Context: an optimization exercise on an open-source flow, tuned for small area, a short achievable clock period and few clock cycles per item. The choices shown serve that exercise and are no tape-out recipe. The RTL was checked by simulation tests, not by an equivalence proof against the original design.

==> flow/design.v (excerpt) <==
module insertionSort #(
    parameter NUM_VALS = 32,
    parameter SIZE_DATA = 16
)(
    input  logic                          i_clk,
    input  logic                          i_rst_n,
    input  logic                          i_start,
    input  logic [NUM_VALS*SIZE_DATA-1:0] i_data,
    output logic                          o_done,
    output logic [NUM_VALS*SIZE_DATA-1:0] o_data
);
Settings: LEC_CHECK=0, ABC_AREA=1, CAP_MARGIN=20, CORE_AREA=2 2 358 358, CTS_CLUSTER_DIAMETER=120, CTS_CLUSTER_SIZE=20, DIE_AREA=0 0 360 360, SLEW_MARGIN=20; clock period 10.0 ns.
standard.sh (not shown) runs the stock make flow with config.mk's settings and CLKGATE_MAP_FILE= SYNTH_SCRIPT=/design/flow/synth_recipe.tcl, a recipe that flattens the netlist after the stock synthesis.
==> flow/flow/run.sh <==
#!/bin/bash
# The standard ORFS layout (the standard.sh, standard synthesis unchanged)
# with two changes: the port buffers the standard flow's flow inserts use a small buffer
# cell instead of the delay buffer buffer_ports picks by default, and repair
# aims for a setup slack margin of MARGIN ns against the 10 ns clock.
# Each tool's output goes to ORFS's own logs under orfs/logs; the make output
# is kept in standard.log.
set -euo pipefail
MARGIN=$(cat flow/margin.txt)
PORTBUF=$(cat flow/portbuf.txt)
bash standard.sh "SETUP_SLACK_MARGIN=${MARGIN}" \
    "BUFFER_PORTS_ARGS=-buffer_cell ${PORTBUF}" finish > standard.log 2>&1
==> flow/flow/margin.txt <==
6.6
==> flow/flow/portbuf.txt <==
sky130_fd_sc_hd__buf_1
Testbench counts at the start, summed over its fixed seeds: cycles 1,920, sorts 192.
Edit:
PLACE_DENSITY = 0.65   (was unset)
The new run passed the timing, DRC and antenna checks.
Cell area is higher by 0.30%.
Wire length stays flat.
Area after synthesis is unchanged.
Sequential share of layout area hardly moves.
Worst setup slack is worse by 0.022 ns.
Worst hold slack is about the same.
Register-to-register slack degrades by 0.11 ns.
Global-route usage barely changes.
Edit:
==> flow/flow/margin.txt (replaced) <==
6.7
PLACE_DENSITY = unset   (was 0.65)
SLEW_MARGIN = 70   (was 20)
Outcome:
- The new run finished clean
- wire length rose by a few percent
- non-clock buffer count is higher by 396
- final area is higher by a little under a tenth
Edit:
==> flow/flow/margin.txt (replaced) <==
6.5
CORE_AREA = 2 2 378 378   (was 2 2 358 358)
DIE_AREA = 0 0 380 380   (was 0 0 360 360)
SLEW_MARGIN = 20   (was 70)
Result: Cell count goes down by 2.1%; clock-buffer cell count is lower by 5; design area falls by 9.8%; via count falls by 5.9%.
Edit:
==> flow/flow/margin.txt (replaced) <==
6.6
The new run produced a clean layout.
Final area goes up by a few percent.
Wire length grows slightly.

========
cedar:
insertionSort, a different RTL version from the one above (not shown whole).
Size: ~10,000 cells after synthesis, roughly 1,000 I/O pins, ~54,000 sq um of cells after synthesis.
## insertionSort
module insertionSort #(
    parameter NUM_VALS = 32,
    parameter SIZE_DATA = 16
)(
    input  logic                          i_clk,
    input  logic                          i_rst_n,
    input  logic                          i_start,
    input  logic [NUM_VALS*SIZE_DATA-1:0] i_data,
    output logic                          o_done,
    output logic [NUM_VALS*SIZE_DATA-1:0] o_data
);
clock: 10.0 ns
lec_check: 0
abc_area: 1
cap_margin: 20
core_area: 2 2 378 378
cts_cluster_diameter: 120
cts_cluster_size: 20
die_area: 0 0 380 380
place_density: 0.5
slew_margin: 20
==> flow/flow/margin.txt <==
6.5
Scripts as last shown in full above: flow/flow/run.sh, flow/flow/portbuf.txt
Testbench counts of cedar, summed over its fixed seeds: cycles 1,920, sorts 192.
Modified inputs, fjord compared to cedar
# cedar
export LEC_CHECK = 0
export ABC_AREA = 1
export CAP_MARGIN = 20
export CORE_AREA = 2 2 378 378
export CTS_CLUSTER_DIAMETER = 120
export CTS_CLUSTER_SIZE = 20
export DIE_AREA = 0 0 380 380
export PLACE_DENSITY = 0.5
export SLEW_MARGIN = 20
create_clock -name core_clock -period 10.0 [get_ports {i_clk}]
# fjord
export LEC_CHECK = 0
export ABC_AREA = 1
export CAP_MARGIN = 20
export CORE_AREA = 2 2 358 358
export CTS_CLUSTER_DIAMETER = 120
export CTS_CLUSTER_SIZE = 20
export DIE_AREA = 0 0 360 360
export SLEW_MARGIN = 20
create_clock -name core_clock -period 10.0 [get_ports {i_clk}]
==> flow/flow/margin.txt <==
6.3
- fjord: PASS, flow complete, no timing, DRC or antenna violations
- Period utilization on fjord is up relative to cedar.
- Summary: with cedar as the reference, core region area in fjord moved down by more than 10%.
- fjord vs. cedar: sequential cell count has remained practically unchanged, register area went down.
- In fjord, the via count came out about 0.7% above the value in cedar.
- Comparing cedar against fjord, there is no change at all in synthesized cell count.
- Going from cedar to fjord, clock-buffer cell count grew by a few percent.
- Going from cedar to fjord, the die area was shrunk.
- Taking cedar as the reference, in fjord global-route wire length before repair moved down, simple-gate area share of the yosys netlist level.
[inputs] yarrow vs fjord
# fjord
export LEC_CHECK = 0
export ABC_AREA = 1
export CAP_MARGIN = 20
export CORE_AREA = 2 2 358 358
export CTS_CLUSTER_DIAMETER = 120
export CTS_CLUSTER_SIZE = 20
export DIE_AREA = 0 0 360 360
export SLEW_MARGIN = 20
create_clock -name core_clock -period 10.0 [get_ports {i_clk}]
# yarrow
export LEC_CHECK = 0
export ABC_AREA = 1
export CAP_MARGIN = 20
export CORE_AREA = 2 2 378 378
export CTS_CLUSTER_DIAMETER = 100
export CTS_CLUSTER_SIZE = 16
export DIE_AREA = 0 0 380 380
export SLEW_MARGIN = 20
create_clock -name core_clock -period 10.0 [get_ports {i_clk}]
==> flow/flow/margin.txt <==
6.5
Notes after the runs:
The overall routing resource usage of yarrow falls short of that of fjord by 3.7 points.
The final layout from yarrow, which completed every stage, passed the timing, DRC and antenna checks at the end of the flow.
yarrow against fjord: share of the core filled with cells in the final layout now sits lower, non-clock buffer count +45.
For yarrow, the termination of the worst setup path was r_key[181], unlike fjord, where it was o_data[30].
Input changes introduced in umber (baseline for comparison: yarrow):
# yarrow
export LEC_CHECK = 0
export ABC_AREA = 1
export CAP_MARGIN = 20
export CORE_AREA = 2 2 378 378
export CTS_CLUSTER_DIAMETER = 100
export CTS_CLUSTER_SIZE = 16
export DIE_AREA = 0 0 380 380
export SLEW_MARGIN = 20
create_clock -name core_clock -period 10.0 [get_ports {i_clk}]
# umber
export LEC_CHECK = 0
export ABC_AREA = 1
export CAP_MARGIN = 20
export CORE_AREA = 2 2 378 378
export CTS_CLUSTER_DIAMETER = 120
export CTS_CLUSTER_SIZE = 20
export DIE_AREA = 0 0 380 380
export SLEW_MARGIN = 20
export TNS_END_PERCENT = 10
create_clock -name core_clock -period 10.0 [get_ports {i_clk}]
Notes after the runs:
On depth of the CTS H-tree, yarrow and umber are neck and neck.

========
Another version of the RTL of insertionSort (not shown whole).
For scale: ~1000 I/O pins, about 28000 µm² of cells after synthesis.
==> flow/design.v (excerpt) <==
module insertionSort #(
    parameter NUM_VALS = 32,
    parameter SIZE_DATA = 16
)(
    input  logic                          i_clk,
    input  logic                          i_rst_n,
    input  logic                          i_start,
    input  logic [NUM_VALS*SIZE_DATA-1:0] i_data,
    output logic                          o_done,
    output logic [NUM_VALS*SIZE_DATA-1:0] o_data
);
    localparam int N = 32;
    localparam int W = 16;
    localparam int L = 1;
    localparam int STEPS = 21;
    logic             r_busy;
    logic [4:0]      r_cnt;
    logic [N*W-1:0]     r_key;           
    logic [(L+1)*N*W-1:0] w_lv;          
    logic [L*N/2-1:0]   w_en;            
    logic [L*N/2-1:0]   w_dn;            
    always_comb begin
        w_en = '0;
        w_dn = '0;
        case (r_cnt)
            5'd0: begin w_en[0 +: 16] = 16'hffff; w_dn[0 +: 16] = 16'haaaa; end
            5'd1: begin w_en[0 +: 16] = 16'h0000; w_dn[0 +: 16] = 16'h0000; end
            5'd2: begin w_en[0 +: 16] = 16'h0000; w_dn[0 +: 16] = 16'h0000; end
            5'd3: begin w_en[0 +: 16] = 16'h0000; w_dn[0 +: 16] = 16'h0000; end
            5'd4: begin w_en[0 +: 16] = 16'hffff; w_dn[0 +: 16] = 16'haaaa; end
            5'd5: begin w_en[0 +: 16] = 16'hffff; w_dn[0 +: 16] = 16'hcccc; end
            5'd6: begin w_en[0 +: 16] = 16'h0000; w_dn[0 +: 16] = 16'h0000; end
            5'd7: begin w_en[0 +: 16] = 16'h0000; w_dn[0 +: 16] = 16'h0000; end
            5'd8: begin w_en[0 +: 16] = 16'hffff; w_dn[0 +: 16] = 16'haaaa; end
            5'd9: begin w_en[0 +: 16] = 16'hffff; w_dn[0 +: 16] = 16'hcccc; end
            5'd10: begin w_en[0 +: 16] = 16'hffff; w_dn[0 +: 16] = 16'hf0f0; end
            5'd11: begin w_en[0 +: 16] = 16'h0000; w_dn[0 +: 16] = 16'h0000; end
            5'd12: begin w_en[0 +: 16] = 16'hffff; w_dn[0 +: 16] = 16'haaaa; end
            5'd13: begin w_en[0 +: 16] = 16'hffff; w_dn[0 +: 16] = 16'hcccc; end
            5'd14: begin w_en[0 +: 16] = 16'hffff; w_dn[0 +: 16] = 16'hf0f0; end
  ...
==> flow/config.mk <==
export PLATFORM = sky130hd
export DESIGN_NAME = insertionSort
export DESIGN_NICKNAME = insertionSort
export VERILOG_FILES = /design/flow/design.v
export SDC_FILE = /design/flow/constraint.sdc
export NUM_CORES = 8
export LEC_CHECK = 0
export CAP_MARGIN = 20
export CORE_AREA = 2 2 318 318
export CTS_CLUSTER_DIAMETER = 120
export CTS_CLUSTER_SIZE = 20
export DIE_AREA = 0 0 320 320
export SLEW_MARGIN = 20
==> flow/constraint.sdc <==
create_clock -name core_clock -period 10.0 [get_ports {i_clk}]
set_input_delay 2.0000 -clock core_clock [delete_from_list [all_inputs] [get_ports {i_clk}]]
set_output_delay 2.0000 -clock core_clock [all_outputs]
set_load 0.01 [all_outputs]
==> flow/flow/margin.txt <==
6.5
Scripts as last shown in full above: flow/flow/run.sh, flow/flow/portbuf.txt
Testbench counts at the start, summed over its fixed seeds: cycles 4,224, sorts 192.
Then changed:
==> flow/flow/portbuf.txt (replaced) <==
sky130_fd_sc_hd__buf_2
- CTS_BUF_LIST: unset -> sky130_fd_sc_hd__clkbuf_8
- CTS_CLUSTER_DIAMETER: 120 -> unset
- CTS_CLUSTER_SIZE: 20 -> unset
Routed wire length rises slightly.
First-iteration DRC count grows by a few percent.
Sequential share of layout area drops by 1.4 points.
Worst hold slack degrades by 21 ps.
Area after synthesis is unchanged.
Core utilization came out higher by 3.3 points.
Die area does not change.
Global-route usage climbs by 0.71 points.
Final cell count increases by a few percent.

-- separate check: timing with driven ports --
Ports are ideal in the flow. The routed layouts listed here were re-timed in OpenROAD. Step 1: set_driving_cell puts a clkbuf_16 on i_clk and a buf_2 on each other input, an assumption about the parent block. Step 2 also shifts input and output timing later by t, the mid clock arrival at the registers, as if the neighbouring blocks saw the same clock. a / b / c = ideal / step 1 / step 2; a / b = the first two.
run	shift t [ns]	setup WS [ns]	worst setup path after step 2
the first run of note 1	0.760	6.565 / 6.480 / 6.582	input to register
the second run of note 1	0.776	6.543 / 6.470 / 6.543	register to register
the third run of note 1	0.750	6.644 / 6.562 / 6.694	register to register
the fourth run of note 1	0.753	6.392 / 6.374 / 6.392	register to register
the fifth run of note 1	0.756	6.534 / 6.480 / 6.534	register to register
cedar	0.778	6.418 / 6.363 / 6.418	register to register
fjord	0.780	6.205 / 6.110 / 6.252	register to register
yarrow	0.786	6.435 / 6.352 / 6.435	register to register
umber	0.762	6.140 / 6.106 / 6.140	register to register
the first run of note 3	0.724	6.509 / 6.436 / 6.557	register to register
the second run of note 3	0.823	6.546 / 6.476 / 6.549	register to register
After both steps setup and hold are still met in every run listed.
